Context: an optimization exercise on an open-source flow, tuned for small area. The choices shown serve that exercise and are no tape-out recipe. In this exercise RTL edits were held to simulation tests only and were not proved equivalent to the original. Power and IR drop assume default switching activity.

==> flow/design.v <==
`timescale 1 ns / 1 ns
module alu_avr (
   input  wire [7:0] alu_data_r_in,
   input  wire [7:0] alu_data_d_in,
   input  wire       alu_c_flag_in,
   input  wire       alu_z_flag_in,
   input  wire       idc_add,
   input  wire       idc_adc,
   input  wire       idc_adiw,
   input  wire       idc_sub,
   input  wire       idc_subi,
   input  wire       idc_sbc,
   input  wire       idc_sbci,
   input  wire       idc_sbiw,
   input  wire       adiw_st,
   input  wire       sbiw_st,
   input  wire       idc_and,
   input  wire       idc_andi,
   input  wire       idc_or,
   input  wire       idc_ori,
   input  wire       idc_eor,
   input  wire       idc_com,
   input  wire       idc_neg,
   input  wire       idc_inc,
   input  wire       idc_dec,
   input  wire       idc_cp,
   input  wire       idc_cpc,
   input  wire       idc_cpi,
   input  wire       idc_cpse,
   input  wire       idc_lsr,
   input  wire       idc_ror,
   input  wire       idc_asr,
   input  wire       idc_swap,
   output wire [7:0] alu_data_out,
   output wire       alu_c_flag_out,
   output wire       alu_z_flag_out,
   output wire       alu_n_flag_out,
   output wire       alu_v_flag_out,
   output wire       alu_s_flag_out,
   output wire       alu_h_flag_out
);
   wire [7:0] x = alu_data_d_in;
   wire [7:0] y = alu_data_r_in;
   wire op_subr, op_hflag, op_vflag, op_cflag, op_arith, op_logic, op_cin, op_zkeep;
   wire op_shift, op_and, op_andor, inv_b, borrow, ci_set;
   alu_dec u_dec (
      .idc_add (idc_add),  .idc_adc (idc_adc),  .idc_adiw (idc_adiw), .idc_sub (idc_sub),
      .idc_subi(idc_subi), .idc_sbc (idc_sbc),  .idc_sbci (idc_sbci), .idc_sbiw(idc_sbiw),
      .adiw_st (adiw_st),  .sbiw_st (sbiw_st),  .idc_and  (idc_and),  .idc_andi(idc_andi),
      .idc_or  (idc_or),   .idc_ori (idc_ori),  .idc_eor  (idc_eor),  .idc_com (idc_com),
      .idc_neg (idc_neg),  .idc_inc (idc_inc),  .idc_dec  (idc_dec),  .idc_cp  (idc_cp),
      .idc_cpc (idc_cpc),  .idc_cpi (idc_cpi),  .idc_cpse (idc_cpse), .idc_lsr (idc_lsr),
      .idc_ror (idc_ror),  .idc_asr (idc_asr),
      .op_subr (op_subr),  .op_hflag(op_hflag), .op_vflag (op_vflag), .op_cflag(op_cflag),
      .op_arith(op_arith), .op_logic(op_logic), .op_cin   (op_cin),   .op_zkeep(op_zkeep),
      .op_shift(op_shift), .op_and  (op_and),   .op_andor (op_andor), .inv_b   (inv_b),
      .borrow  (borrow),   .ci_set  (ci_set));
   wire ci     = ((alu_c_flag_in & op_cin) ^ op_subr) | ci_set;
   wire [7:0] b   = y ^ {8{inv_b}};
   wire [7:0] gen, prp, c;                       
   alu_pg  u_pg  (.a(x), .b(b), .kill(idc_neg), .g(gen), .p(prp));
   alu_cla u_cla (.g(gen), .p(prp), .ci(ci), .c(c));
   wire [7:0] m   = ({c[6:0], ci} & {8{op_arith}}) | (gen & {8{op_andor}}) | (prp & {8{op_and}});
   wire [7:0] sum = (prp ^ m) & {8{op_arith | op_logic}};
   wire [7:0] shr = {(idc_ror & alu_c_flag_in) | (idc_asr & x[7]), x[7:1]};
   wire [7:0] res = sum |
                    (shr & {8{op_shift}}) |
                    ({x[3:0], x[7:4]} & {8{idc_swap}});
   wire zero = ~(|res);
   assign alu_data_out   = res;
   assign alu_n_flag_out = res[7];
   assign alu_z_flag_out = zero & (~op_zkeep | alu_z_flag_in);
   assign alu_h_flag_out = (c[3] ^ borrow) & op_hflag;
   assign alu_c_flag_out = ((c[7] ^ borrow) & op_cflag) | (x[0] & op_shift) | idc_com;
   assign alu_v_flag_out = ((c[6] ^ c[7]) & op_vflag) | ((res[7] ^ x[0]) & op_shift);
   assign alu_s_flag_out = alu_n_flag_out ^ alu_v_flag_out;
endmodule  
module alu_dec (
   input  wire idc_add, idc_adc, idc_adiw, idc_sub, idc_subi, idc_sbc, idc_sbci, idc_sbiw,
   input  wire adiw_st, sbiw_st, idc_and, idc_andi, idc_or, idc_ori, idc_eor, idc_com,
   input  wire idc_neg, idc_inc, idc_dec, idc_cp, idc_cpc, idc_cpi, idc_cpse, idc_lsr,
   input  wire idc_ror, idc_asr,
   output wire op_subr, op_hflag, op_vflag, op_cflag, op_arith, op_logic, op_cin, op_zkeep,
   output wire op_shift, op_and, op_andor, inv_b, borrow, ci_set
);
   assign op_subr  = idc_sub | idc_subi | idc_sbc | idc_sbci | idc_sbiw | sbiw_st |
                     idc_cp | idc_cpc | idc_cpi | idc_cpse;
   assign op_hflag = idc_add | idc_adc | idc_sub | idc_subi | idc_sbc | idc_sbci |
                     idc_cp | idc_cpc | idc_cpi | idc_neg;
   assign op_vflag = idc_add | idc_adc | idc_sub | idc_subi | idc_sbc | idc_sbci |
                     adiw_st | sbiw_st | idc_cp | idc_cpi | idc_cpc |
                     idc_neg | idc_inc | idc_dec;
   assign op_cflag = idc_add | idc_adc | idc_adiw | adiw_st | idc_sub | idc_subi |
                     idc_sbc | idc_sbci | idc_sbiw | sbiw_st | idc_cp | idc_cpc |
                     idc_cpi | idc_neg;
   assign op_arith = op_cflag | idc_cpse | idc_inc | idc_dec;
   assign op_logic = idc_and | idc_andi | idc_or | idc_ori | idc_eor | idc_com;
   assign op_cin   = idc_adc | adiw_st | idc_sbc | idc_sbci | sbiw_st | idc_cpc;
   assign op_zkeep = adiw_st | sbiw_st | idc_cpc | idc_sbc | idc_sbci;
   assign op_shift = idc_lsr | idc_ror | idc_asr;
   assign op_and   = idc_and | idc_andi;
   assign op_andor = idc_and | idc_andi | idc_or | idc_ori;
   assign inv_b    = op_subr | idc_dec | idc_neg | idc_com;    
   assign borrow   = op_subr | idc_neg;                        
   assign ci_set   = idc_inc | idc_neg;
endmodule  
module alu_pg (
   input  wire [7:0] a,
   input  wire [7:0] b,
   input  wire       kill,
   output wire [7:0] g,
   output wire [7:0] p
);
   assign g = a & b & {8{~kill}};
   assign p = a ^ b;
endmodule  
module alu_cla (
   input  wire [7:0] g,
   input  wire [7:0] p,
   input  wire       ci,
   output wire [7:0] c
);
   wire [7:0] g0 = {g[7:1], g[0] | (p[0] & ci)};
   wire [7:0] g1 = g0 | ({p[7:1], 1'b0} & {g0[6:0], 1'b0});
   wire [7:0] p1 = {p[7:1] & p[6:0], p[0]};
   wire [7:0] g2 = g1 | ({p1[7:2], 2'b0} & {g1[5:0], 2'b0});
   wire [7:0] p2 = {p1[7:2] & p1[5:0], p1[1:0]};
   assign c = g2 | ({p2[7:4], 4'b0} & {g2[3:0], 4'b0});
endmodule  
`timescale 1 ns / 1 ns
module reg_file (
   input  wire       cp2,
   input  wire       cp2en,
   input  wire       ireset,
   input  wire [7:0] reg_rd_in,
   input  wire [4:0] reg_rd_adr,
   input  wire       reg_rd_wr,
   output wire [7:0] reg_rd_out,
   input  wire [4:0] reg_rr_adr,
   input  wire       rr_en,
   output wire [7:0] reg_rr_out
);
   reg  [255:0] gprf;
   reg  [31:0]  valid;
   wire [31:0]  we_n, rd_sel, rr_sel;
   wire [3:0] rd_lo, rr_lo;
   wire [7:0] rd_hi, wr_hi, rr_hi;
   rf_pre2    rd_pre_lo  (.a(reg_rd_adr[1:0]), .y(rd_lo));
   rf_pre3    rd_pre_hi  (.a(reg_rd_adr[4:2]), .y(rd_hi));
   wire       wr = cp2en & reg_rd_wr;
   rf_pre2e   rr_pre_lo  (.a(reg_rr_adr[1:0]), .en(rr_en), .y(rr_lo));
   rf_pre3    rr_pre_hi  (.a(reg_rr_adr[4:2]), .y(rr_hi));
   rf_rd_mux  rd_mux (.data(gprf), .sel(rd_sel), .q(reg_rd_out));
   rf_rd_mux  rr_mux (.data(gprf), .sel(rr_sel), .q(reg_rr_out));
   wire [255:0] gprf_d;
   wire [7:0]   din_n = ~reg_rd_in;
   genvar g, b;
   generate
      for (g = 0; g < 8; g = g + 1) begin : wrh
         rf_and2 wh_g (.a(rd_hi[g]), .b(wr), .y(wr_hi[g]));
      end
      for (g = 0; g < 32; g = g + 1) begin : gpr
         rf_nand2 we_g (.a(rd_lo[g % 4]), .b(wr_hi[g / 4]), .y(we_n[g]));
         rf_and3 rd_g (.a(rd_lo[g % 4]), .b(rd_hi[g / 4]), .c(valid[g]), .y(rd_sel[g]));
         rf_and3 rr_g (.a(rr_lo[g % 4]), .b(rr_hi[g / 4]), .c(valid[g]), .y(rr_sel[g]));
         always @(posedge cp2 or negedge ireset)
            if (!ireset)
               valid[g] <= 1'b0;
            else if (!we_n[g])
               valid[g] <= 1'b1;
         for (b = 0; b < 8; b = b + 1) begin : bit_
            wire hold_n;
            rf_nand2 h_g (.a(gprf[g*8+b]), .b(we_n[g]), .y(hold_n));
            rf_o21ai d_g (.a1(we_n[g]), .a2(din_n[b]), .b1(hold_n), .y(gprf_d[g*8+b]));
         end
         always @(posedge cp2)
            gprf[g*8 +: 8] <= gprf_d[g*8 +: 8];
      end
   endgenerate
endmodule  
module rf_pre2 (input wire [1:0] a, output wire [3:0] y);
   assign y = {a[1] & a[0], a[1] & ~a[0], ~a[1] & a[0], ~a[1] & ~a[0]};
endmodule
module rf_pre2e (input wire [1:0] a, input wire en, output wire [3:0] y);
   assign y = {4{en}} & {a[1] & a[0], a[1] & ~a[0], ~a[1] & a[0], ~a[1] & ~a[0]};
endmodule
module rf_pre3 (input wire [2:0] a, output wire [7:0] y);
   genvar k;
   generate
      for (k = 0; k < 8; k = k + 1) begin : d
         assign y[k] = (a == k);
      end
   endgenerate
endmodule
module rf_rd_mux (
   input  wire [255:0] data,
   input  wire [31:0]  sel,
   output wire [7:0]   q
);
   genvar b, k;
   generate
      for (b = 0; b < 8; b = b + 1) begin : bit_
         wire [10:0] t;
         wire [2:0]  p;
         for (k = 0; k < 10; k = k + 1) begin : ao3
            rf_a222oi u (.a1(data[(3*k)*8+b]),   .a2(sel[3*k]),
                         .b1(data[(3*k+1)*8+b]), .b2(sel[3*k+1]),
                         .c1(data[(3*k+2)*8+b]), .c2(sel[3*k+2]), .y(t[k]));
         end
         rf_a22oi  u30 (.a1(data[30*8+b]), .a2(sel[30]), .b1(data[31*8+b]), .b2(sel[31]), .y(t[10]));
         rf_nand4  n0  (.a(t[0]), .b(t[1]), .c(t[2]), .d(t[3]), .y(p[0]));
         rf_nand4  n1  (.a(t[4]), .b(t[5]), .c(t[6]), .d(t[7]), .y(p[1]));
         rf_nand3  n2  (.a(t[8]), .b(t[9]), .c(t[10]), .y(p[2]));
         rf_or3    o   (.a(p[0]), .b(p[1]), .c(p[2]), .y(q[b]));
      end
   endgenerate
endmodule  
module rf_a222oi (input wire a1, a2, b1, b2, c1, c2, output wire y);
   assign y = ~((a1 & a2) | (b1 & b2) | (c1 & c2));
endmodule
module rf_a22oi (input wire a1, a2, b1, b2, output wire y);
   assign y = ~((a1 & a2) | (b1 & b2));
endmodule
module rf_nand4 (input wire a, b, c, d, output wire y);
   assign y = ~(a & b & c & d);
endmodule
module rf_nand3 (input wire a, b, c, output wire y);
   assign y = ~(a & b & c);
endmodule
module rf_or3 (input wire a, b, c, output wire y);
   assign y = a | b | c;
endmodule
module rf_and3 (input wire a, b, c, output wire y);
   assign y = a & b & c;
endmodule
module rf_o21ai (input wire a1, a2, b1, output wire y);
   assign y = ~((a1 | a2) & b1);
endmodule
module rf_and2 (input wire a, b, output wire y);
   assign y = a & b;
endmodule
module rf_nand2 (input wire a, b, output wire y);
   assign y = ~(a & b);
endmodule
`timescale 1 ns / 1 ns
module io_reg_file (
   input  wire       cp2,
   input  wire       cp2en,
   input  wire       ireset,
   input  wire [7:0] sreg_fl_in,
   input  wire [7:0] sreg_fl_wr_en,
   output reg  [7:0] sreg_out
);
   wire [7:0] fl_n = ~sreg_fl_in;
   wire [7:0] en_n, hold_n, d;
   genvar g;
   generate
      for (g = 0; g < 8; g = g + 1) begin : fl
         rf_nand2 en_g (.a(cp2en), .b(sreg_fl_wr_en[g]), .y(en_n[g]));
         rf_nand2 h_g  (.a(sreg_out[g]), .b(en_n[g]), .y(hold_n[g]));
         rf_o21ai d_g  (.a1(en_n[g]), .a2(fl_n[g]), .b1(hold_n[g]), .y(d[g]));
         always @(posedge cp2 or negedge ireset)
            if (!ireset)
               sreg_out[g] <= 1'b0;
            else
               sreg_out[g] <= d[g];
      end
   endgenerate
endmodule  
`timescale 1 ns / 1 ns
module AluREG (
   input  wire       cp2,
   input  wire       cp2en,
   input  wire       ireset,
   input  wire [4:0] reg_rd_adr,
   input  wire [4:0] reg_rr_adr,
   input  wire       reg_rd_wr,
   input  wire [7:0] sreg_fl_wr_en,
   input  wire       idc_add,
   input  wire       idc_adc,
   input  wire       idc_adiw,
   input  wire       idc_sub,
   input  wire       idc_subi,
   input  wire       idc_sbc,
   input  wire       idc_sbci,
   input  wire       idc_sbiw,
   input  wire       adiw_st,
   input  wire       sbiw_st,
   input  wire       idc_and,
   input  wire       idc_andi,
   input  wire       idc_or,
   input  wire       idc_ori,
   input  wire       idc_eor,
   input  wire       idc_com,
   input  wire       idc_neg,
   input  wire       idc_inc,
   input  wire       idc_dec,
   input  wire       idc_cp,
   input  wire       idc_cpc,
   input  wire       idc_cpi,
   input  wire       idc_cpse,
   input  wire       idc_lsr,
   input  wire       idc_ror,
   input  wire       idc_asr,
   input  wire       idc_swap,
   input  wire       mc,
   input  wire       mz,
   output wire [7:0] alu_data_out,
   output wire [7:0] sreg_out
);
   wire [7:0] reg_rd_out;
   wire [7:0] reg_rr_out;
   wire       alu_c_flag_out;
   wire       alu_z_flag_out;
   wire       alu_n_flag_out;
   wire       alu_v_flag_out;
   wire       alu_s_flag_out;
   wire       alu_h_flag_out;
   wire       rr_en = ~(idc_neg | idc_com | idc_inc | idc_dec);
   reg_file GPRF_Inst (
      .cp2        (cp2),
      .cp2en      (cp2en),
      .ireset     (ireset),
      .reg_rd_in  (alu_data_out),
      .reg_rd_adr (reg_rd_adr),
      .reg_rd_wr  (reg_rd_wr),
      .reg_rd_out (reg_rd_out),
      .reg_rr_adr (reg_rr_adr),
      .rr_en      (rr_en),
      .reg_rr_out (reg_rr_out));
   io_reg_file IORegs_Inst (
      .cp2           (cp2),
      .cp2en         (cp2en),
      .ireset        (ireset),
      .sreg_fl_in    ({mz, mc, alu_h_flag_out, alu_s_flag_out, alu_v_flag_out,
                       alu_n_flag_out, alu_z_flag_out, alu_c_flag_out}),
      .sreg_fl_wr_en (sreg_fl_wr_en),
      .sreg_out      (sreg_out));
   alu_avr ALU_Inst (
      .alu_data_r_in  (reg_rr_out),
      .alu_data_d_in  (reg_rd_out),
      .alu_c_flag_in  (sreg_out[0]),
      .alu_z_flag_in  (sreg_out[1]),
      .idc_add        (idc_add),
      .idc_adc        (idc_adc),
      .idc_adiw       (idc_adiw),
      .idc_sub        (idc_sub),
      .idc_subi       (idc_subi),
      .idc_sbc        (idc_sbc),
      .idc_sbci       (idc_sbci),
      .idc_sbiw       (idc_sbiw),
      .adiw_st        (adiw_st),
      .sbiw_st        (sbiw_st),
      .idc_and        (idc_and),
      .idc_andi       (idc_andi),
      .idc_or         (idc_or),
      .idc_ori        (idc_ori),
      .idc_eor        (idc_eor),
      .idc_com        (idc_com),
      .idc_neg        (idc_neg),
      .idc_inc        (idc_inc),
      .idc_dec        (idc_dec),
      .idc_cp         (idc_cp),
      .idc_cpc        (idc_cpc),
      .idc_cpi        (idc_cpi),
      .idc_cpse       (idc_cpse),
      .idc_lsr        (idc_lsr),
      .idc_ror        (idc_ror),
      .idc_asr        (idc_asr),
      .idc_swap       (idc_swap),
      .alu_data_out   (alu_data_out),
      .alu_c_flag_out (alu_c_flag_out),
      .alu_z_flag_out (alu_z_flag_out),
      .alu_n_flag_out (alu_n_flag_out),
      .alu_v_flag_out (alu_v_flag_out),
      .alu_s_flag_out (alu_s_flag_out),
      .alu_h_flag_out (alu_h_flag_out));
endmodule  
==> flow/flow/run.sh <==
#!/bin/bash
# Standard ORFS layout (standard.sh) with two changes:
#  - ports are buffered with buf_1 instead of the default delay-cell buffer
#    (every input and output port still gets its own buffer);
#  - clock tree synthesis without dummy loads, with sink clusters of up to 25
#    flip-flops within 100 um, each driven by a clkbuf_16.
# make's full output goes to run_make.log in the work folder; ORFS writes each
# step's log under orfs/logs/.
set -euo pipefail
bash standard.sh \
  "BUFFER_PORTS_ARGS=-buffer_cell sky130_fd_sc_hd__buf_1" \
  "CTS_ARGS=-sink_clustering_enable -repair_clock_nets -dont_use_dummy_load -sink_clustering_size 25 -sink_clustering_max_diameter 100 -buf_list sky130_fd_sc_hd__clkbuf_16" \
  finish > run_make.log 2>&1
==> flow/standard.sh <==
#!/bin/bash
# synth_recipe.tcl (not shown) runs the flow's synth.tcl, then flattens the netlist and writes it again
# the make line also repeats each setting of config.mk as NAME=value (left out here)
make -C /OpenROAD-flow-scripts/flow DESIGN_CONFIG=/design/flow/config.mk WORK_HOME=/design/flow/orfs CLKGATE_MAP_FILE= SYNTH_SCRIPT=/design/flow/synth_recipe.tcl "${@:-finish}"
==> flow/config.mk <==
export PLATFORM = sky130hd
export DESIGN_NAME = AluREG
export DESIGN_NICKNAME = AluREG
export VERILOG_FILES = /design/flow/design.v
export SDC_FILE = /design/flow/constraint.sdc
export NUM_CORES = 4
export LEC_CHECK = 0
export CAP_MARGIN = 20
export CORE_MARGIN = 2
export CORE_UTILIZATION = 45
export GPL_TIMING_DRIVEN = 0
export SETUP_SLACK_MARGIN = 0.1
export SLEW_MARGIN = 20
export SYNTH_HIERARCHICAL = 1
==> flow/constraint.sdc <==
create_clock -name core_clock -period 7.2 [get_ports {cp2}]
set_input_delay 1.4400 -clock core_clock [delete_from_list [all_inputs] [get_ports {cp2}]]
set_output_delay 1.4400 -clock core_clock [all_outputs]
set_load 0.01 [all_outputs]
==> results.txt, run 1 <==
* Fraction of layout cells with a size suffix above 1: 0.0849
- Peak Freq: 141 MHz
* Sw Ratio: 0.248
* Max-cap violations: 0
- Worst IR Drop VDD: 0.000161 V
* Most common cell on crit path: buf_6
- Maximum number of pins on one net before global-route repair: 33
* Slew margin rel.: 0.429
* Outcome: no timing/DRC/antenna violations
* Latest clock arrival within the worst-skew pair: 0.51 ns
- Post-synth ARST share: 0.135
- Hold/Removal Path Class: register to register
- Residual overflow from global routing: 0
* Reg2Reg Setup Slack: 2.18 ns
* Commonest register cell after synthesis: dfxtp_1
- Share of the synthesized area in the top cell type: 0.403
- Full die area: 29600 um^2
* CTS Sinks: 296
- Top delay family on crit path: compound AO/OA/AOI/OAI gates
- TritonCTS built the clock tree.
- In this run, the number of DRC markers left after iteration 0 of detailed routing was 1891.
- After synthesis, the mean cell area works out to 9.12 um^2.
* Routed Wire Length: 42400 um
- Compared with the post-synthesis result, the final layout area differs by 11.8%.
* Clock tree skew after final layout: 0.0297 ns
- Unrepaired setup endpoints after global routing: no
- After routing, the total negative slack on setup checks comes to 0 ns.
- Count of cell types in the netlist: 60
* Arr. time, crit path: 5.63 ns
- Number of nets at the end of the flow: 1556
* Part of the Yosys area used for sequential elements: 0.482
- The worst setup path is captured at an output port.
- The final route contains 11900 vias.
- CTS built an H-tree with a depth of 1.
* DRC violations left: 0
* Die height: 172 um
* Via/cell ratio: 6.32
- Leading cell type by number of instances after synthesis: nand2_1
* Buffer and inverter count on the worst path: 4
- The worst setup path is launched from an input pin.
- The initial antenna violation count was 5.
- STA puts the critical path data required time at 5.76 ns.
- After legalization and detailed placement, the total HPWL measured 29500 um.
- Clock power share: 0.316
- At the end of the flow the core is filled with cells to 0.512.
- First-pass GRT wire length: 63700 um
- Cell internal pwr: 2.21 mW
- Synthesized cell area: 12700 um^2
* Critical-path maximum fanout: 8
* Number of setup violations in the final report: 0
- Tightest Pin Transition: 0.852 ns
- The total count of max-transition violations in the final report is 0.
- Antenna viol nets, final: 0
- The share of total power dissipated in sequential elements is 0.605.
- Tcrit/Tclk final: 0.982
* Count of TritonRoute iterations in the first routing pass: 10
- Global placer's final weighted congestion: 0.939
- Post-synthesis register bit count: 296
- In this design, the stage delay of the slowest critical-path cell is 0.62 ns.
- Critical path cell sequence: buf_8 > nor4_4 > and3b_2 > buf_6 > and3_4 > a222oi_1 > nand4_1 > or3_1 > xor2_1 > ha_1 > and4_1 > a211oi_2 > nand2b_2 > a21o_4 > a22oi_2 > mux2i_1 > a221o_1 > buf_6 > buf_6
- The die is 172 um wide.
- Ranked by instance count, the synthesized netlist is headed by nand2_1, o21ai_1, dfxtp_1.
- Number of buffers inserted during clock tree synthesis: 16
- On the final layout, the worst hold slack is 0.477 ns.
* FILL cells: 2752
- The Yosys step of the flow raised 8 warnings.
* Port Buf Inserts: 65
- Comb pwr share: 0.079
- Pwr/cell area: 207 nW/um^2
* Post-synth top area cell: dfxtp_1
- In this run the static leakage power is 5.04 nW.
- Among all stages on the critical path, the largest delay is contributed by a222oi_1.
- The tree is rooted in a clkbuf_16.
- Power dissipated by switching net loads: 0.729 mW
* Final hold violations: 0
* Mapped Cells: 1393
* Vias in the first global route: 10800
- Clock-pin slew was measured on the worst setup and hold paths at 0.07 ns.
* Std-Cell Core Area: 27800 um^2
* Number of enable-type register cells in the synthesized netlist: 0
- In this run the core area contains 61 standard-cell rows.
- Dividing the detail-routed wire length by the instance count gives 22.6 um.
- Kind of critical path: input pin to output port
* Minimum clock period: 7.07 ns
- Top-level port count: 67
- For this configuration, the core starts out at a cell density of 0.458.
* Number of nets produced by synthesis: 1452
- Across every metal layer, demand over resource in global routing totals 0.282.
* Maximum number of buffers from clock root to sink: 3
* Synth area leaders: dfxtp_1, a222oi_1, o21ai_1, nand2_1, dfrtp_1
==> modules after synthesis (local to each module, per instance), a selection <==
module / flops+latches / cells / cell area [um^2] / times used
alu_dec: 0 / 26 / 144 / 1
io_reg_file: 8 / 16 / 230 / 1
rf_a222oi: 0 / 1 / 10.0 / 160
rf_nand3: 0 / 1 / 5.00 / 16
rf_nand4: 0 / 1 / 6.26 / 32
rf_o21ai: 0 / 1 / 5.00 / 264
rf_or3: 0 / 1 / 6.26 / 16
==> power groups by stage <==
stage,clock network [mW],registers (mW),logic (mW)
floorplan,0,1.80,0.133
global placement,0,1.81,0.209
detailed placement,0,1.81,0.218
CTS,0.942,1.77,0.223
global route,0.993,1.79,0.260
finish,0.928,1.78,0.233
==> metrics by stage <==
step	cells	area, um^2	setup WS (ns)	total power [mW]
finish	1879	14200	0.132	2.94
global route	1874	14200	0.0865	3.04
CTS	1861	14000	0.105	2.94
detailed placement	1837	13500	-0.674	2.03
global placement	1836	13400	-0.617	2.02
floorplan	1393	12700	0.988	1.93
==> sequential cells by signal, indices dropped and copies added, names as in the netlist <==
name	cells
GPRF_Inst.valid	32
IORegs_Inst.sreg_out	8
GPRF_Inst.gprf	256
==> layout by cell type (no fill, tap or decap), drive strengths merged, types with 8 or more instances in the layout <==
cell type  count
ha             8
nand2b        37
dfrtp         40
and2          13
nand2        317
or3           19
xor2          11
inv           22
a22oi         25
clkbuf        24
and3b          8
nor2b          9
a222oi       163
and3          68
a21o           9
nand4         34
buf           85
o21ai        266
dfxtp        256
nand3         22
==> area by class of cell <==
| cell class | instances | area [um^2] | share of cell area |
|---|---|---|---|
| Antenna cell | 6 | 15.0 | 0.00106 |
| Buffer | 7 | 36.3 | 0.00255 |
| Clock buffer | 16 | 400 | 0.0282 |
| Inverter | 22 | 82.6 | 0.00581 |
| Multi-Input combinational cell | 1068 | 6570 | 0.462 |
| Sequential cell | 296 | 6130 | 0.431 |
| Tap cell | 378 | 473 | 0.0333 |
| Timing Repair Buffer | 86 | 507 | 0.0357 |
==> worst paths after layout <==
kind / start / to / depth (start not counted)
min in group asynchronous: ireset / IORegs_Inst.sreg_out[0]$_DFF_PN0_ / 1
worst max-delay path: idc_com / alu_data_out[7] / 19
worst min-delay path: GPRF_Inst.gprf[190]$_DFF_P_ / GPRF_Inst.gprf[190]$_DFF_P_ / 2
worst min register to register: GPRF_Inst.gprf[190]$_DFF_P_ / GPRF_Inst.gprf[190]$_DFF_P_ / 2
max in group asynchronous: ireset / GPRF_Inst.valid[12]$_DFFE_PN0N_ / 2
worst max register to register: GPRF_Inst.valid[11]$_DFFE_PN0N_ / IORegs_Inst.sreg_out[1]$_DFF_PN0_ / 18
==> timing repair <==
action / in CTS / in global routing
pin swaps: 24 / 29
buffers inserted: 8 / 12
hold buffers: 0 / 0
setup endpoints to repair: 8 / 5
resized for setup: 31 / 37
==> tightest hold or removal path, stage by stage (launching register included) <==
cell     delay [ns]
dfxtp_1        0.32
nand2_1        0.06
o21ai_1        0.05
==> routing by layer <==
metal	routed length, um	global-route usage	vias to the layer above
li1	-	-	5652
met1	18700	0.403	5589
met2	18200	0.433	567
met3	4140	0.0476	67
met4	1330	0.0921	2
met5	11	0	-
==> cells by family (layout without fill, tap and decap cells) <==
group                      after synthesis  count (layout)  synth area share
AOI/OAI and AO/OA                      481             481             0.272
xor gates and xnor gates                12              12           0.00827
adders and majority gates                8               8           0.00788
buffers and inverters                   29             131           0.00906
DFF                                    296             296             0.482
muxes                                    7               7           0.00561
other                                    0               6                 0
and+or+nand+nor                        560             560             0.216
==> run 2, diff against run 1 <==
--- a/flow/config.mk
+++ b/flow/config.mk
@@ -10,5 +10,5 @@
 export CORE_UTILIZATION = 45
 export GPL_TIMING_DRIVEN = 0
-export SETUP_SLACK_MARGIN = 0.1
+export SETUP_SLACK_MARGIN = 0.05
 export SLEW_MARGIN = 20
 export SYNTH_HIERARCHICAL = 1
==> results.txt, run 2 <==
- Outcome: no timing/DRC/antenna violations (unchanged).
- Unrepaired setup endpoints after global routing: yes (was no).
- FILL cells: 2762 (was 2752)
- The most common library cell in the layout ignoring fill and taps was nand2_1 (unchanged).
- CTS tree: built (unchanged)
- Initial antenna violation count: 5 (unchanged)
* Share of synthesized area spent on multiplexers: 0.00561 (unchanged)
- The total nets after synthesis came to 1452 (unchanged).
- The share of final-layout standard cells stronger than drive strength 1 was 0.0779 (was 0.0849).
- The number of sinks driven by the clock tree was 296 (unchanged).
- Routed Wire Length: 42400 um (about the same)
- Synth area leaders: dfxtp_1, a222oi_1, o21ai_1, nand2_1, dfrtp_1 (unchanged).
* Synth warnings: 8 (unchanged)
- The clock transition time at the flip-flop clock pins of the worst setup and hold paths is 0.07 ns (about the same).
- Global placer's final weighted congestion: 0.939 (unchanged)
* Pwr/cell area: 207 nW/um^2 (about the same)
- Critical-path maximum fanout: 8 (unchanged)
- Buffer cell driving the clock tree root: clkbuf_16 (unchanged)
- The cell with the most instances after synthesis is nand2_1 (unchanged).
- The number of vias in the routed layout was 12000 (was 11900).
- Std-Cell Core Area: 27800 um^2 (unchanged)
* Peak Freq: 141 MHz (about the same)
- Post-synthesis register bit count: 296 (unchanged)
* Maximum number of pins on one net before global-route repair: 33 (unchanged)
- Tightest Pin Transition: 0.836 ns (was 0.852 ns)
- The fraction of the core area covered by cells at the end of the flow came to 0.508 (was 0.512).
* Register with the most flip-flops: GPRF_Inst.gprf (unchanged)
* Most frequent cells in the layout: nand2_1, o21ai_1, dfxtp_1, a222oi_1, buf_1 (unchanged)
* Area share of and/or/nand/nor cells after synthesis: 0.216 (unchanged)
- Minimum clock period: 7.08 ns (was 7.07 ns)
- Count of cell types in the netlist: 60 (unchanged)
- Share of the synthesized area in the top cell type: 0.403 (unchanged)
* Signed area change from the synthesized netlist to the final layout: 11.1% (was 11.8%)
- The type of the worst setup path is input pin to output port (unchanged).
- The buffer levels on the longest clock path was 3 (unchanged).
- Area used by multi-input combinational logic: 6560 um^2 (was 6570 um^2)
- Leading registers by flop count: GPRF_Inst.gprf: 256 flops, GPRF_Inst.valid: 32 flops, IORegs_Inst.sreg_out: 8 flops (unchanged)
- Dominant combinational cell family by area after synthesis: compound AO/OA/AOI/OAI gates (unchanged)
- Max-slew violations: 0 (unchanged)
* Tot GR Track Use: 0.281 (was 0.282)
* Post-synth top area cell: dfxtp_1 (unchanged)
- The final count of negative-setup-slack endpoints came to 0 (unchanged).
- The overall overflow remaining after global route was 0 (unchanged).
- DRC violations left: 0 (unchanged)
- Die height: 172 um (unchanged)
* Setup crit end kind: output port (unchanged)
- The final worst slack is 0.118 ns (was 0.132 ns).
* Number of buffers inserted during clock tree synthesis: 16 (unchanged)
- Mean cell area of the mapped netlist: 9.12 um^2 (unchanged)
- Number of placement rows: 61 (unchanged)
- Initial standard-cell utilization of the core: 0.458 (unchanged)
* H-tree levels: 1 (unchanged)
* CP required: 5.76 ns (about the same)
- Slew margin rel.: 0.440 (was 0.429)
* Full die area: 29600 um^2 (unchanged)
* Top cell types by occurrence after synthesis: nand2_1, o21ai_1, dfxtp_1 (unchanged)
* Post-Synth XOR/XNOR Area: 0.00827 (unchanged)
* Number of enable-type register cells in the synthesized netlist: 0 (unchanged)
- The startpoint kind of the worst setup timing path is an input pin (unchanged).
- The highest ir drop seen on vdd came to 0.000157 V (was 0.000161 V).
- Hold/Removal Path Class: register to register (unchanged)
- Flip-flop count of the largest register, all copies and words added: 256 (unchanged)
- The largest clock skew in the final design was 0.0325 ns (was 0.0297 ns).
- The final critical-path share of the clock period was 0.984 (was 0.982).
* Top-level port count: 67 (unchanged)
- Adder and majority gate portion of the synthesized area: 0.00787 (unchanged)
- The smallest hold slack was 0.476 ns (was 0.477 ns).
- The area fraction in compound gates after synthesis is 0.272 (unchanged).
- Latest clock arrival within the worst-skew pair: 0.51 ns (about the same)
- The hold buffer count at CTS is 0 (unchanged).
- The leakage power summed over all cells came to 4.99 nW (was 5.04 nW).
* Max-cap violations: 0 (unchanged)
- The quantity of I/O buffers inserted on ports is 65 (unchanged).
* Initial drt markers: 1889 (was 1891)
- Synthesized cell area: 12700 um^2 (unchanged)
- Final hold violations: 0 (unchanged)
- Die width: 172 um (unchanged)
- The number of instances in the synthesized netlist was 1393 (unchanged).
- The half-perimeter wire length after detailed placement is 29500 um (unchanged).
- Commonest register cell after synthesis: dfxtp_1 (unchanged)
- Via/cell ratio: 6.39 (was 6.32)
- Post-synth ARST share: 0.135 (unchanged)
* Number of nets at the end of the flow: 1551 (was 1556)
- The remaining number of nets flagged by the antenna check after routing is 0 (unchanged).
* First-pass GRT wire length: 63700 um (about the same)
- Part of the Yosys area used for sequential elements: 0.482 (unchanged)
- Footprint of the flip-flops and latches: 6130 um^2 (unchanged)
- Count of TritonRoute iterations in the first routing pass: 9 (was 10)
* Arr. time, crit path: 5.64 ns (was 5.63 ns)
- The detailed-route wire length per cell came to 22.6 um (about the same).
- The via count of the first global-routing pass was 10700 (was 10800).
* Worst setup timing slack at the placement stage: -0.674 ns (unchanged)
-- run 2: cell types whose count changed in the layout (fill, tap and decap cells not counted), moves of 2 or more --
cell,change
buf_8,-3
buf_1,+5
buf_6,-2
buf_4,-3
-- run 2: critical path: stages --
cell	delay, ns
buf_1	0.20
and3b_2	0.36
and3_1	0.34
a222oi_1	0.44
nand4_1	0.32
or3_1	0.46
xor2_1	0.15
ha_1	0.36
a21oi_2	0.17
nand2_1	0.12
a21o_1	0.23
a31o_2	0.26
a21o_1	0.16
a2bb2oi_1	0.15
o221ai_1	0.26
buf_1	0.20
-- run 2: stage by stage --
stage / instances / cell area, um^2 / power (mW) / TNS (ns)
2_1_floorplan: 1393 / 12700 / 1.93 / 0
3_3_place_gp: 1836 / 13400 / 2.02 / -25.61
3_5_place_dp: 1837 / 13500 / 2.03 / -2.76
4_1_cts: 1861 / 14000 / 2.94 / 0
5_1_grt: 1869 / 14100 / 3.03 / 0
6_report: 1874 / 14100 / 2.92 / 0
-- run 2: repair_timing --
item / in CTS / in global routing
resized for setup: 25 / 24
pin swaps: 22 / 22
endpoints found under the hold margin: 0 / 0
buffers inserted: 8 / 8
setup endpoints to repair: 7 / 6
-- run 2: area by class of cell --
cell class / count / share of cell area
flip-flops and latches: 296 / 0.434
well taps: 378 / 0.0335
repair buffers: 82 / 0.0309
diodes: 6 / 0.00106
inverters: 22 / 0.00585
multi-input cells: 1068 / 0.465
clock buffers: 16 / 0.0284
plain buffers: 6 / 0.00177
-- run 2: final timing paths --
check | from | endpoint | slack [ns] | depth (start not counted)
hold reg to reg | GPRF_Inst.gprf[190]$_DFF_P_ | GPRF_Inst.gprf[190]$_DFF_P_ | 0.48 | 2
setup reg to reg | GPRF_Inst.valid[11]$_DFFE_PN0N_ | IORegs_Inst.sreg_out[1]$_DFF_PN0_ | 2.16 | 18
hold / removal | GPRF_Inst.gprf[190]$_DFF_P_ | GPRF_Inst.gprf[190]$_DFF_P_ | 0.48 | 2
setup / recovery | reg_rr_adr[0] | alu_data_out[5] | 0.12 | 16
max in group asynchronous | ireset | GPRF_Inst.valid[12]$_DFFE_PN0N_ | 5.83 | 2
min in group asynchronous | ireset | IORegs_Inst.sreg_out[0]$_DFF_PN0_ | 0.86 | 1
-- run 2: cells by family after synthesis --
logic type                 count (synthesis)
xor gates and xnor gates                  12
DFF                                      296
adders and majority gates                  8
AOI/OAI and AO/OA                        481
muxes                                      7
buffers and inverters                     29
and+or+nand+nor                          560
-- run 2: power breakdown --
part / total [mW] / switching [mW] / internal [mW]
Clock: 0.919 / 0.519 / 0.400
Combinational: 0.227 / 0.144 / 0.0835
Sequential: 1.78 / 0.0576 / 1.72
Total: 2.92 / 0.720 / 2.20
-- run 2: Yosys stat by module, one instance, submodules excluded, excerpt --
module       times used  flip-flops and latches  cells
reg_file              1                     288    329
alu_avr               1                       0     85
io_reg_file           1                       8     16
alu_pg                1                       0     16
alu_dec               1                       0     26
rf_pre3               2                       0      8
rf_a22oi             16                       0      1
rf_a222oi           160                       0      1
rf_and3              64                       0      1
rf_and2               8                       0      1
rf_nand4             32                       0      1
rf_o21ai            264                       0      1
rf_nand2            304                       0      1
-- run 2: layer usage --
layer / global-route usage / wire [um] / vias up
li1: - / - / 5661
met1: 0.402 / 19100 / 5634
met2: 0.433 / 18000 / 594
met3: 0.0476 / 3840 / 75
met4: 0.0921 / 1410 / 2
met5: 0 / 11 / -
==> run 3, diff against run 2 <==
==> flow/flow/run.sh (replaced) <==
#!/bin/bash
# Standard ORFS layout (standard.sh) with two changes:
#  - ports are buffered with buf_1 instead of the default delay-cell buffer
#    (every input and output port still gets its own buffer);
#  - clock tree synthesis without dummy loads, with sink clusters of up to 10
#    flip-flops within 50 um, each driven by a clkbuf_4 (clkbuf_16 at the root).
# make's full output goes to run_make.log in the work folder; ORFS writes each
# step's log under orfs/logs/.
set -euo pipefail
bash standard.sh \
  "BUFFER_PORTS_ARGS=-buffer_cell sky130_fd_sc_hd__buf_1" \
  "CTS_ARGS=-sink_clustering_enable -repair_clock_nets -dont_use_dummy_load -sink_clustering_size 10 -sink_clustering_max_diameter 50 -buf_list sky130_fd_sc_hd__clkbuf_4 -root_buf sky130_fd_sc_hd__clkbuf_16" \
  finish > run_make.log 2>&1
==> results.txt, run 3 <==
- Buffer and inverter count on the worst path: 3 (was 2)
- Initial antenna violation count: 4 (was 5)
- Top cell types by occurrence after synthesis: nand2_1, o21ai_1, dfxtp_1 (unchanged)
- Number of placement rows: 61 (unchanged)
- Share of synthesized area spent on multiplexers: 0.00561 (unchanged)
* Critical-path maximum fanout: 12 (was 8)
* Setup crit end kind: output port (unchanged)
- Overall power consumption: 2.91 mW (was 2.92 mW)
- Latest clock arrival within the worst-skew pair: 0.51 ns (about the same)
- Pwr/cell area: 206 nW/um^2 (was 207 nW/um^2)
- Unrepaired setup endpoints after global routing: yes (unchanged).
- Tcrit/Tclk final: 0.981 (was 0.984)
- Hold-critical path endpoint: GPRF_Inst.gprf[10]$_DFF_P_ (was GPRF_Inst.gprf[190]$_DFF_P_)
- The quantity of I/O buffers inserted on ports was 65 (unchanged).
* Leading registers by flop count: GPRF_Inst.gprf: 256 flops, GPRF_Inst.valid: 32 flops, IORegs_Inst.sreg_out: 8 flops (unchanged)
- The number of flip-flops under the largest register name is 256 (unchanged).
- Slew margin rel.: 0.446 (was 0.440)
- The largest clock skew in the final design came to 0.0677 ns (was 0.0325 ns).
- Most common cell after layout, fill and taps aside: nand2_1 (unchanged)
* Tightest hold margin: 0.479 ns (was 0.476 ns)
- The internal reg-to-reg setup slack came to 2.19 ns (was 2.16 ns).
- The CTS buffer count came to 40 (was 16).
- The first element of the critical path is idc_neg (was reg_rr_adr[0]).
- Compound-cell area share of the yosys netlist: 0.272 (unchanged)
* Tot GR Track Use: 0.286 (was 0.281)
* Max-cap violations: 0 (unchanged)
- Synth area leaders: dfxtp_1, a222oi_1, o21ai_1, nand2_1, dfrtp_1 (unchanged)
- Arr. time, crit path: 5.62 ns (was 5.64 ns)
- The post-synth design cell area is 12700 um^2 (unchanged).
* Slowest cell on the critical path: a222oi_1 (was or3_1)
- Tightest Pin Transition: 0.830 ns (was 0.836 ns)
- The leakage power summed over all cells was 5.02 nW (was 4.99 nW).
- The path type of the worst min-delay path is register to register (unchanged).
- The largest net degree at the start of global routing is 33 (unchanged).
* Full die area: 29600 um^2 (unchanged)
* Cells on worst reg2reg path: 19 (was 18)
- The ratio of routed vias to standard cells was 6.39 (about the same).
- Worst IR Drop VDD: 0.000110 V (was 0.000157 V)
- Dominant combinational cell family by area after synthesis: compound AO/OA/AOI/OAI gates (unchanged)
- The number of DRC markers in iteration 0 is 1818 (was 1889).
* Residual overflow from global routing: 0 (unchanged)
- The half-perimeter wire length after detailed placement is 29500 um (unchanged).
- Antenna viol nets, final: 0 (unchanged)
- DRC violations left: 0 (unchanged)
- Area share of and/or/nand/nor cells after synthesis: 0.216 (unchanged)
* Outcome: no timing/DRC/antenna violations (unchanged)
* Die height: 172 um (unchanged)
- Among the stages of the critical path, the cell type that occurs most often is a21o_1.
- Post-synth ARST share: 0.135 (unchanged)
- The final weighted congestion in routability-driven placement is 0.939 (unchanged).
- CTS Sinks: 296 (unchanged)
* Max-slew violations: 0 (unchanged)
* Top delay family on crit path: compound AO/OA/AOI/OAI gates (unchanged)
- Commonest register cell after synthesis: dfxtp_1 (unchanged)
- The cell with the most instances after synthesis was nand2_1 (unchanged).
* Mean cell area of the mapped netlist: 9.12 um^2 (unchanged)
- The number of instances in the synthesized netlist came to 1393 (unchanged).
- The number of synthesized flops with an enable pin is 0 (unchanged).
- The final wirelength was 43100 um (was 42400 um).
- Signed area change from the synthesized netlist to the final layout: 11.0% (was 11.1%)
* CTS tree: built (unchanged)
- The top-area cell type share of the netlist area is 0.403 (unchanged).
* Part of the Yosys area used for sequential elements: 0.482 (unchanged)
- CP required: 5.76 ns (about the same)
- The die outline width was 172 um (unchanged).
- The number of ports placed on the die boundary was 67 (unchanged).
* Synth warnings: 8 (unchanged)
- Min-Delay Path Depth: 2 (unchanged)
- The number of optimization iterations in the first detailed-route pass is 10 (was 9).
- The clock transition time at the flip-flop clock pins of the worst setup and hold paths was 0.10 ns (was 0.07 ns).
- WL per Instance: 22.8 um (was 22.6 um)
- Std-Cell Core Area: 27800 um^2 (unchanged)
- Final hold violations: 0 (unchanged)
* Minimum clock period: 7.06 ns (was 7.08 ns)
- Post-synthesis register bit count: 296 (unchanged)
- The type of the worst setup path is input pin to output port (unchanged).
- The peak clock frequency supported by timing came to 142 MHz (was 141 MHz).
- Worst stage delay on the critical path: 0.58 ns (was 0.46 ns)
* Most frequent cells in the layout: nand2_1, o21ai_1, dfxtp_1, a222oi_1, buf_1 (unchanged)
* Count of cell types in the netlist: 60 (unchanged)
- The number of vias in the routed layout was 12100 (was 12000).
- Initial standard-cell utilization of the core: 0.458 (unchanged)
- The number of H-tree levels came to 2 (was 1).
* Register with the most flip-flops: GPRF_Inst.gprf (unchanged)
- The count of nets after finishing is 1576 (was 1551).
- Final core area utilization: 0.508 (about the same)
- CP Launch Type: input pin (unchanged)
* Buffer cell driving the clock tree root: clkbuf_16 (unchanged)
* First-pass GRT wire length: 64500 um (was 63700 um)
- Adder and majority gate portion of the synthesized area: 0.00787 (unchanged)
- Number of setup violations in the final report: 0 (unchanged)
* Worst setup timing slack at the placement stage: -0.674 ns (unchanged)
- The buffer levels on the longest clock path came to 3 (unchanged).
* Critical path cell sequence: buf_12 > nor4_4 > and3b_2 > buf_6 > and3_4 > a222oi_1 > nand4_1 > or3_1 > xor2_1 > ha_1 > a21oi_2 > nand2_1 > a21o_1 > a31o_2 > a21o_1 > a2bb2oi_1 > o221ai_1 > buf_1 (was buf_1 > and3b_2 > and3_1 > a222oi_1 > nand4_1 > or3_1 > xor2_1 > ha_1 > a21oi_2 > nand2_1 > a21o_1 > a31o_2 > a21o_1 > a2bb2oi_1 > o221ai_1 > buf_1)
- Post-Synth XOR/XNOR Area: 0.00827 (unchanged)
* Post-synth top area cell: dfxtp_1 (unchanged)
- Startpoint of the tightest hold check path: GPRF_Inst.gprf[10]$_DFF_P_ (was GPRF_Inst.gprf[190]$_DFF_P_)
* Fraction of layout cells with a size suffix above 1: 0.0937 (was 0.0779)
* Final setup slack of the worst path: 0.138 ns (was 0.118 ns)
- Vias in the first global route: 11000 (was 10700)
- Reg2reg end: IORegs_Inst.sreg_out[1]$_DFF_PN0_ (unchanged)
* Crit Reg-Reg Startpoint: GPRF_Inst.valid[11]$_DFFE_PN0N_ (unchanged)
- Number of nets produced by synthesis: 1452 (unchanged)
==> run 3: worst max-delay path by stage <==
stage	to	depth (start not counted)
3_5_place_dp	alu_data_out[7]	18
5_1_grt	alu_data_out[3]	16
3_3_place_gp	alu_data_out[7]	18
4_1_cts	alu_data_out[7]	19
6_report	alu_data_out[5]	18
2_1_floorplan	alu_data_out[7]	16
==> run 3: routing by layer <==
metal  vias up  track usage  wire length (um)
li1       5703            -                 -
met1      5712        0.401             18800
met2       606        0.439             18600
met3        78       0.0591              4410
met4         4       0.0994              1340
met5         -            0                22
==> run 3: power by group <==
part           internal [mW]  switching (mW)
combinational         0.0837           0.144
clock                  0.352           0.556
sequential              1.72          0.0578
total                   2.15           0.758
==> run 3: logic make-up after synthesis <==
logic type	Yosys count
flip-flops	296
XOR/XNOR	12
adder cells (fa/ha/maj)	8
multiplexers	7
AND/OR/NAND/NOR	560
AO/OA/AOI/OAI	481
buffers and inverters	29
==> run 3: area by class of cell <==
cell class,instances,area [um^2]
Antenna cell,2,5.00
Tap cell,378,473
Multi-Input combinational cell,1068,6560
Clock buffer,40,388
Inverter,22,82.6
Buffer,6,25.0
Sequential cell,296,6130
Fill cell,2792,13700
Timing Repair Buffer,83,447
==> run 3: stage by stage <==
step / instances / TNS [ns] / area (um^2)
6_report: 1895 / 0 / 14100
5_1_grt: 1893 / 0 / 14100
4_1_cts: 1885 / 0 / 14000
3_5_place_dp: 1837 / -2.76 / 13500
3_3_place_gp: 1836 / -25.61 / 13400
2_1_floorplan: 1393 / 0 / 12700
==> run 3: repair_timing <==
action,CTS,global route
gates resized for setup,25,26
hold buffers,0,0
buffers inserted,8,9
gates cloned,0,0
endpoints found under the setup margin,7,6
pin swaps,22,30
==> run 3: worst min-delay path, stage by stage (launching register included) <==
cell and delay, ns:
dfxtp_1 0.33, nand2_1 0.06, o21ai_1 0.05
==> run 3: modules after synthesis, one instance, submodules excluded, excerpt <==
module	cell area, um^2	copies in the design
rf_o21ai	5.00	264
alu_cla	119	1
rf_a222oi	10.0	160
rf_or3	6.26	16
AluREG	12.5	1
alu_pg	150	1
rf_and3	6.26	64
rf_and2	6.26	8
rf_a22oi	12.5	16
==> run 4, diff against run 3 <==
==> flow/flow/run.sh (replaced) <==
#!/bin/bash
# Standard ORFS layout (standard.sh) with two changes:
#  - ports are buffered with buf_1 instead of the default delay-cell buffer
#    (every input and output port still gets its own buffer);
#  - clock tree synthesis without dummy loads, with sink clusters of up to 16
#    flip-flops within 70 um, each driven by a clkbuf_8 (clkbuf_16 at the root).
# make's full output goes to run_make.log in the work folder; ORFS writes each
# step's log under orfs/logs/.
set -euo pipefail
bash standard.sh \
  "BUFFER_PORTS_ARGS=-buffer_cell sky130_fd_sc_hd__buf_1" \
  "CTS_ARGS=-sink_clustering_enable -repair_clock_nets -dont_use_dummy_load -sink_clustering_size 16 -sink_clustering_max_diameter 70 -buf_list sky130_fd_sc_hd__clkbuf_8 -root_buf sky130_fd_sc_hd__clkbuf_16" \
  finish > run_make.log 2>&1
--- a/flow/config.mk
+++ b/flow/config.mk
@@ -8,5 +8,5 @@
 export CAP_MARGIN = 20
 export CORE_MARGIN = 2
-export CORE_UTILIZATION = 45
+export CORE_UTILIZATION = 50
 export GPL_TIMING_DRIVEN = 0
 export SETUP_SLACK_MARGIN = 0.05
==> results.txt, run 4 <==
* Outcome: no timing/DRC/antenna violations (unchanged)
- Max-slew violations: 0 (unchanged)
* Synth warnings: 8 (unchanged)
- The kind of end point of the critical path was an output port (unchanged).
* Port Buf Inserts: 65 (unchanged)
* Mean cell area of the mapped netlist: 9.12 um^2 (unchanged)
- Post-synth ARST share: 0.135 (unchanged)
* Tot GR Track Use: 0.314 (was 0.286)
- The count of nets after finishing came to 1555 (was 1576).
- Top cell types by occurrence after synthesis: nand2_1, o21ai_1, dfxtp_1 (unchanged)
* Most frequent cells in the layout: nand2_1, o21ai_1, dfxtp_1, a222oi_1, and3_1 (was nand2_1, o21ai_1, dfxtp_1, a222oi_1, buf_1)
* DP Wirelength: 29200 um (was 29500 um)
- Synth area leaders: dfxtp_1, a222oi_1, o21ai_1, nand2_1, dfrtp_1 (unchanged).
- The number of flip-flops under the largest register name was 256 (unchanged).
- Signed area change from the synthesized netlist to the final layout: 10.5% (was 11.0%)
* DRC violations left: 0 (unchanged)
- Vias in the first global route: 10800 (was 11000)
- The final wirelength came to 42900 um (was 43100 um).
* Synthesized cell area: 12700 um^2 (unchanged)
- Cell leakage power: 4.97 nW (was 5.02 nW)
- The overall overflow remaining after global route was 0 (unchanged).
* Slew margin rel.: 0.380 (was 0.446)
* Via/cell ratio: 6.62 (was 6.39)
* Via Count: 12100 (about the same)
- Worst IR Drop VDD: 0.000170 V (was 0.000110 V)
- Part of the Yosys area used for sequential elements: 0.482 (unchanged)
- The initial cell density of the core is 0.508 (was 0.458).
* Slowest cell on the critical path: or3_1 (was a222oi_1)
* Antenna viol nets, final: 0 (unchanged)
- Final hold violations: 0 (unchanged)
- The largest clock skew in the final design was 0.0645 ns (was 0.0677 ns).
- Count of TritonRoute iterations in the first routing pass: 9 (was 10)
- The final count of negative-setup-slack endpoints came to 0 (unchanged).
* WL per Instance: 23.5 um (was 22.8 um)
- Unrepaired setup endpoints after global routing: no (was yes).
- The arrival time reported for the critical path endpoint is 5.65 ns (was 5.62 ns).
* Tcrit/Tclk final: 0.984 (was 0.981)
- The number of H-tree levels is 1 (was 2).
- The CTS buffer count came to 24 (was 40).
- The slew at the pin closest to its max-slew limit is 0.925 ns (was 0.830 ns).
- The initial antenna violation count is 1 (was 4).
- The hold buffer count at CTS was 0 (unchanged).
* Full die area: 26700 um^2 (was 29600 um^2)
- Maximum number of buffers from clock root to sink: 3 (unchanged)
- Critical-path maximum fanout: 12 (unchanged)
- The critical path's largest stage delay was 0.50 ns (was 0.58 ns).
- CP required: 5.76 ns (about the same)
- Most common cell after layout, fill and taps aside: nand2_1 (unchanged)
- Clk pin slew, worst setup/hold paths: 0.10 ns (about the same)
- Buffer and inverter count on the worst path: 2 (was 3)
* Number of nets produced by synthesis: 1452 (unchanged)
- The largest area contributor in the netlist was dfxtp_1 (unchanged).
* Register with the most flip-flops: GPRF_Inst.gprf (unchanged)
- The largest net degree at the start of global routing is 33 (unchanged).
- Top-level port count: 67 (unchanged)
* Buffer cell driving the clock tree root: clkbuf_16 (unchanged)
- The number of synthesized flops with an enable pin is 0 (unchanged).
- The vertical die dimension was 163 um (was 172 um).
- Leading registers by flop count: GPRF_Inst.gprf: 256 flops, GPRF_Inst.valid: 32 flops, IORegs_Inst.sreg_out: 8 flops (unchanged)
- The number of DRC markers in iteration 0 was 1763 (was 1818).
- The CTS tree was built (unchanged).
- The top-area cell type share of the netlist area was 0.403 (unchanged).
- The max capacitance violation total is 0 (unchanged).
- The cell with the most instances after synthesis was nand2_1 (unchanged).
- The dominant delay contributor by cell family on the critical path is simple AND/OR/NAND/NOR gates (was compound AO/OA/AOI/OAI gates).
- Commonest register cell after synthesis: dfxtp_1 (unchanged)
* Std-Cell Core Area: 25000 um^2 (was 27800 um^2)
- CTS Sinks: 296 (unchanged)
- The smallest hold slack was 0.477 ns (was 0.479 ns).
- The row count was 58 (was 61).
- The power density over cell area came to 205 nW/um^2 (was 206 nW/um^2).
- Die width: 163 um (was 172 um)
- The overall power of the completed layout is 2.88 mW (was 2.91 mW).
- Critical path cell sequence: buf_12 > nor4_4 > and3b_2 > and3_1 > a222oi_1 > nand4_1 > or3_1 > xor2_1 > ha_1 > nor2b_1 > and4_1 > a211oi_2 > nand2b_4 > a21o_4 > a22oi_2 > mux2i_1 > a221o_1 > clkbuf_2 (was buf_12 > nor4_4 > and3b_2 > buf_6 > and3_4 > a222oi_1 > nand4_1 > or3_1 > xor2_1 > ha_1 > a21oi_2 > nand2_1 > a21o_1 > a31o_2 > a21o_1 > a2bb2oi_1 > o221ai_1 > buf_1)
- The type of the worst setup path is input pin to output port (unchanged).
* Mapped Cells: 1393 (unchanged)
- The number of different library cells in the post-synthesis netlist came to 60 (unchanged).
- First-pass GRT wire length: 64500 um (about the same)
- The startpoint kind of the worst setup timing path was an input pin (unchanged).
- The register bit count reported by yosys came to 296 (unchanged).
- Latest clock arrival within the worst-skew pair: 0.52 ns (was 0.51 ns)
* Fraction of layout cells with a size suffix above 1: 0.0870 (was 0.0937)
- The path type of the worst min-delay path is register to register (unchanged).
- Global placer's final weighted congestion: 0.900 (was 0.939)
- The time the worst path needs with I/O delays and setup came to 7.09 ns (was 7.06 ns).
* FILL cells: 2397 (was 2792)
- The peak clock frequency supported by timing came to 141 MHz (was 142 MHz).
-- run 4: cell counts after synthesis --
Identical to the previous run, type by type.
-- run 4: path summary, 6_finish.rpt --
check	endpoint	startpoint	depth (start not counted)	slack, ns
hold reg to reg	GPRF_Inst.gprf[156]$_DFF_P_	GPRF_Inst.gprf[156]$_DFF_P_	2	0.48
max in group asynchronous	GPRF_Inst.valid[3]$_DFFE_PN0N_	ireset	2	5.65
setup reg to reg	IORegs_Inst.sreg_out[1]$_DFF_PN0_	GPRF_Inst.valid[15]$_DFFE_PN0N_	19	2.07
setup / recovery	alu_data_out[7]	idc_neg	18	0.11
min in group asynchronous	IORegs_Inst.sreg_out[4]$_DFF_PN0_	ireset	1	0.98
hold / removal	GPRF_Inst.gprf[156]$_DFF_P_	GPRF_Inst.gprf[156]$_DFF_P_	2	0.48
-- run 4: power by group --
group	switching (mW)	leakage, nW	total (mW)	internal, mW
combinational	0.147	2.22	0.229	0.0825
sequential	0.0568	2.57	1.78	1.72
clock	0.540	0.188	0.879	0.339
total	0.744	4.97	2.88	2.14
-- run 4: Yosys stat by module (local to each module, per instance), excerpt --
module	area, um^2	times used	cells
AluREG	12.5	1	1
rf_nand2	3.75	304	1
rf_pre2e	37.5	1	4
alu_cla	119	1	16
rf_nand4	6.26	32	1
alu_pg	150	1	16
-- run 4: worst min-delay path, delay by kind of cell (launching register included) --
kind             cells  cell delay, ns
flip-flops           1            0.33
AO/OA/AOI/OAI        1            0.05
AND/OR/NAND/NOR      1            0.06
-- run 4: kinds of logic after synthesis --
family	count (synthesis)	share of synthesized area
flops	296	0.482
simple gates	560	0.216
xor+xnor	12	0.00827
mux	7	0.00561
compound gates	481	0.272
buf+inv	29	0.00906
fa+ha+maj	8	0.00788
-- run 4: per-stage QoR --
step | cells | util | setup TNS (ns) | cell area, um^2 | setup WS (ns)
finish | 1825 | 0.561 | 0 | 14000 | 0.112
global route | 1824 | 0.561 | 0 | 14000 | 0.0701
CTS | 1821 | 0.557 | 0 | 13900 | 0.0550
detailed placement | 1789 | 0.535 | -8.21 | 13400 | -0.847
global placement | 1788 | 0.534 | -58.70 | 13400 | -0.914
floorplan | 1393 | - | 0 | 12700 | 0.988
-- run 4: cell type report --
| class | count | area, um^2 | share of cell area |
|---|---|---|---|
| inverter | 22 | 82.6 | 0.00588 |
| sequential | 296 | 6130 | 0.436 |
| clock buffer | 24 | 364 | 0.0259 |
| tap | 330 | 413 | 0.0294 |
| buffer | 6 | 25.0 | 0.00178 |
| antenna | 1 | 2.50 | 0.000178 |
| timing repair buffer | 78 | 427 | 0.0304 |
| multi-input combinational | 1068 | 6600 | 0.470 |
-- run 4: what timing repair did --
| action | in CTS | in global routing |
|---|---|---|
| endpoints found under the hold margin | 0 | 0 |
| gates resized for setup | 33 | 27 |
| buffers inserted | 8 | 4 |
| setup endpoints to repair | 8 | 5 |
| pin swaps | 24 | 34 |
| cloned | 0 | 0 |
-- run 4: layer usage --
metal,wire (um),vias up,global-route usage
li1,-,5661,-
met1,19200,5714,0.469
met2,18600,622,0.480
met3,3960,76,0.0363
met4,1180,0,0.0861
met5,0,-,0
==> run 5, diff against run 4 <==
--- a/flow/config.mk
+++ b/flow/config.mk
@@ -8,7 +8,7 @@
 export CAP_MARGIN = 20
 export CORE_MARGIN = 2
-export CORE_UTILIZATION = 50
+export CORE_UTILIZATION = 45
 export GPL_TIMING_DRIVEN = 0
-export SETUP_SLACK_MARGIN = 0.05
+export SETUP_SLACK_MARGIN = 0
 export SLEW_MARGIN = 20
 export SYNTH_HIERARCHICAL = 1
==> results.txt, run 5 <==
- Max-slew violations: 0 (unchanged)
* CTS Sinks: 296 (unchanged)
- Mean cell area of the mapped netlist: 9.12 um^2 (unchanged)
* Adder and majority gate portion of the synthesized area: 0.00787 (unchanged)
- Synth area leaders: dfxtp_1, a222oi_1, o21ai_1, nand2_1, dfrtp_1 (unchanged)
- The number of H-tree levels came to 1 (unchanged).
* Comb pwr share: 0.079 (was 0.080)
- The tightest slew margin relative to the limit was 0.429 (was 0.380).
- The clock transition time at the flip-flop clock pins of the worst setup and hold paths came to 0.07 ns (was 0.10 ns).
- The CTS buffer count was 24 (unchanged).
- The area fraction in and, or, nand and nor cells after synthesis was 0.216 (unchanged).
- The slew at the pin closest to its max-slew limit came to 0.852 ns (was 0.925 ns).
- Vias in the first global route: 10900 (was 10800)
* Cell internal pwr: 2.14 mW (about the same)
- The time the worst path needs with I/O delays and setup was 7.19 ns (was 7.09 ns).
* DP Wirelength: 29500 um (was 29200 um)
* Hold/Removal Path Class: register to register (unchanged)
* DRC violations left: 0 (unchanged)
- Top cell types by occurrence after synthesis: nand2_1, o21ai_1, dfxtp_1 (unchanged)
- Number of nets produced by synthesis: 1452 (unchanged)
- CP Launch Type: input pin (unchanged)
- Via Count: 11900 (was 12100)
- Number of placement rows: 61 (was 58)
* CP required: 5.76 ns (about the same)
- Peak Freq: 139 MHz (was 141 MHz)
- The count of endpoints failing hold in the final timing report is 0 (unchanged).
- Routed Wire Length: 42700 um (was 42900 um)
* Count of TritonRoute iterations in the first routing pass: 9 (unchanged)
- Count of cell types in the netlist: 60 (unchanged)
- The number of flip-flops under the largest register name was 256 (unchanged).
- Compound-cell area share of the yosys netlist: 0.272 (unchanged)
* Initial standard-cell utilization of the core: 0.458 (was 0.508)
* WL per Instance: 22.7 um (was 23.5 um)
- The highest net fanout along the worst path came to 16 (was 12).
* Via/cell ratio: 6.35 (was 6.62)
- First-pass GRT wire length: 64300 um (was 64500 um)
* Std-Cell Core Area: 27800 um^2 (was 25000 um^2)
* Tot GR Track Use: 0.284 (was 0.314)
* Die width: 172 um (was 163 um)
* Power dissipated by switching net loads: 0.735 mW (was 0.744 mW)
* Share of the synthesized area in the top cell type: 0.403 (unchanged)
- Tcrit/Tclk final: 0.998 (was 0.984)
- The buffer levels on the longest clock path was 3 (unchanged).
* Residual overflow from global routing: 0 (unchanged)
* Most common cell after layout, fill and taps aside: nand2_1 (unchanged)
* Maximum number of pins on one net before global-route repair: 33 (unchanged)
* Commonest register cell after synthesis: dfxtp_1 (unchanged)
- Number of enable-type register cells in the synthesized netlist: 0 (unchanged)
- The quantity of I/O buffers inserted on ports is 65 (unchanged).
- Clock power share: 0.303 (was 0.305)
- The synthesized-area fraction occupied by xor and xnor cells was 0.00827 (unchanged).
* Kind of critical path: input pin to output port (unchanged)
* Setup crit end kind: output port (unchanged)
- Max-cap violations: 0 (unchanged)
- Number of setup violations in the final report: 0 (unchanged)
- Buffer cell driving the clock tree root: clkbuf_16 (unchanged)
* Post-synth ARST share: 0.135 (unchanged)
* Leading registers by flop count: GPRF_Inst.gprf: 256 flops, GPRF_Inst.valid: 32 flops, IORegs_Inst.sreg_out: 8 flops (unchanged)
- The source-to-sink clock delay at the later pin of the worst-skew pair is 0.54 ns (was 0.52 ns).
- The number of DRC markers in iteration 0 came to 1852 (was 1763).
* Register with the most flip-flops: GPRF_Inst.gprf (unchanged)
- Synthesized cell area: 12700 um^2 (unchanged)
* Proportion of power drawn by flip-flops and latches: 0.618 (was 0.616)
- The smallest hold slack was 0.476 ns (was 0.477 ns).
- The share of final-layout standard cells stronger than drive strength 1 came to 0.0822 (was 0.0870).
- The yosys synthesis warning count came to 8 (unchanged).
- The register bit count reported by yosys was 296 (unchanged).
- Full die area: 29600 um^2 (was 26700 um^2)
- The mux cell area share after synthesis came to 0.00561 (unchanged).
- Post-placement cell count: 1837 (was 1789)
- Most frequent cells in the layout: nand2_1, o21ai_1, dfxtp_1, a222oi_1, buf_1 (was nand2_1, o21ai_1, dfxtp_1, a222oi_1, and3_1).
- The leakage power summed over all cells was 4.98 nW (was 4.97 nW).
* Antenna viol nets, final: 0 (unchanged)
- Arr. time, crit path: 5.75 ns (was 5.65 ns)
- Outcome: no timing/DRC/antenna violations (unchanged).
- CTS tree: built (unchanged)
* Post-synth top area cell: dfxtp_1 (unchanged)
- The share of the yosys chip area belonging to registers was 0.482 (unchanged).
- Post-layout instance count excluding filler cells: 1880 (was 1825)
- The largest clock skew in the final design was 0.0595 ns (was 0.0645 ns).
* Pwr/cell area: 204 nW/um^2 (was 205 nW/um^2)
- Worst IR Drop VDD: 0.000149 V (was 0.000170 V)
- The area growth from synthesis to layout was 10.7% (was 10.5%).
- Number of nets at the end of the flow: 1558 (was 1555)
- Global placer's final weighted congestion: 0.939 (was 0.900)
- The cell with the most instances after synthesis is nand2_1 (unchanged).
* Die height: 172 um (was 163 um)
- The dominant combinational cell family by area after synthesis was compound AO/OA/AOI/OAI gates (unchanged).
* Initial antenna violation count: 6 (was 1)
* Top-level port count: 67 (unchanged)
* Mapped Cells: 1393 (unchanged)
- Hold buffer count at cts: 0 (unchanged)
- Sw Ratio: 0.256 (was 0.258)
-- run 5: cell counts after synthesis --
Identical to the previous run, type by type.
-- run 5: logic make-up (layout without fill, tap and decap cells) --
| family | count (synthesis) | after routing |
|---|---|---|
| AND/OR/NAND/NOR | 560 | 560 |
| AO/OA/AOI/OAI | 481 | 481 |
| XOR/XNOR | 12 | 12 |
| adder cells (fa/ha/maj) | 8 | 8 |
| flip-flops | 296 | 296 |
| buffers and inverters | 29 | 133 |
| other | 0 | 5 |
| multiplexers | 7 | 7 |
-- run 5: Yosys stat by module, one instance, submodules excluded, a selection --
module    times used  cells inside
AluREG             1             1
alu_dec            1            26
rf_a22oi          16             1
rf_and3           64             1
rf_nand4          32             1
rf_o21ai         264             1
rf_pre2e           1             4
rf_pre3            2             8
-- run 5: worst max-delay path, stage by stage --
cell and delay, ns:
buf_1 0.13, and2_2 0.37, and3_1 0.36, a222oi_1 0.63, nand4_1 0.34, or3_4 0.52, ha_1 0.21, nor2b_1 0.16
a21oi_2 0.14, a21oi_1 0.07, nand2b_2 0.21, a21o_4 0.24, a22oi_2 0.17, mux2i_1 0.09, a221o_1 0.37, buf_4 0.15
clkbuf_2 0.12
-- run 5: final cells by class --
class,instances,area [um^2]
Timing Repair Buffer,80,425
Fill cell,2777,13700
Sequential cell,296,6130
Buffer,7,32.5
Inverter,22,82.6
Antenna cell,5,12.5
Tap cell,378,473
Multi-Input combinational cell,1068,6550
Clock buffer,24,364
-- run 5: what timing repair did --
item                                   in CTS  in global routing
pin swaps                                  18                 37
resized for setup                          22                 21
endpoints found under the hold margin       0                  0
setup endpoints to repair                   7                  5
setup buffers                               6                  8
-- run 5: worst paths after layout --
| path | startpoint | end | slack [ns] | cells past startpoint |
|---|---|---|---|---|
| max | reg_rd_adr[0] | alu_data_out[7] | 0.01 | 17 |
| max reg2reg | GPRF_Inst.valid[21]$_DFFE_PN0N_ | IORegs_Inst.sreg_out[1]$_DFF_PN0_ | 2.21 | 18 |
| min reg2reg | GPRF_Inst.gprf[190]$_DFF_P_ | GPRF_Inst.gprf[190]$_DFF_P_ | 0.48 | 2 |
| max in group asynchronous | ireset | GPRF_Inst.valid[12]$_DFFE_PN0N_ | 5.85 | 2 |
| min in group asynchronous | ireset | IORegs_Inst.sreg_out[0]$_DFF_PN0_ | 0.82 | 1 |
| min | GPRF_Inst.gprf[190]$_DFF_P_ | GPRF_Inst.gprf[190]$_DFF_P_ | 0.48 | 2 |
-- run 5: per-layer routing --
layer / track usage / wire [um]
met5: 0 / 13
met4: 0.104 / 1530
met3: 0.0533 / 4030
met2: 0.434 / 18100
met1: 0.401 / 19000
-- run 5: metrics by stage --
step / util / area [um^2] / setup TNS [ns] / total power, mW / setup slack, ns
floorplan: - / 12700 / 0 / 1.93 / 0.988
global placement: 0.483 / 13400 / -25.61 / 2.02 / -0.617
detailed placement: 0.484 / 13500 / -2.76 / 2.03 / -0.674
CTS: 0.501 / 13900 / 0 / 2.88 / 0.0161
global route: 0.506 / 14100 / -0.0178 / 2.99 / -0.0103
finish: 0.506 / 14100 / 0 / 2.88 / 0.0145
-- run 5: power by group through the flow --
stage / Sequential [mW] / Clock, mW / Combinational [mW]
6_report: 1.78 / 0.872 / 0.227
2_1_floorplan: 1.80 / 0 / 0.133
4_1_cts: 1.77 / 0.889 / 0.222
3_3_place_gp: 1.81 / 0 / 0.209
5_1_grt: 1.79 / 0.946 / 0.254
3_5_place_dp: 1.81 / 0 / 0.218

-- separate check: timing with driven ports --
How much do the figures lean on ideal ports? The routed layouts below were timed once more, with nothing changed but the port constraints.
Step 1 assumes that a clkbuf_16 drives the clock port and a buf_2 every other input.
Step 2 also shifts input and output timing later by t, the mid clock arrival at the registers, as if the neighbouring blocks saw the same clock.
Slacks: no drivers / after step 1 / after step 2; pairs: no drivers / after step 1.
run	t, ns	slack for setup (ns)	latest minus earliest clock arrival (ns)
run 1	0.545	0.132 / 0.070 / 0.070	0.029 / 0.030
run 2	0.544	0.118 / 0.069 / 0.069	0.032 / 0.033
run 3	0.529	0.138 / 0.072 / 0.072	0.068 / 0.067
run 4	0.541	0.112 / 0.047 / 0.047	0.065 / 0.065
run 5	0.554	0.014 / -0.047 / -0.047	0.059 / 0.060
With both steps, setup timing fails in run 5, where it was met with ideal ports. For run 3, which loses most, drivers alone change the setup slack by -0.066 ns; drivers and shift together by -0.066 ns.
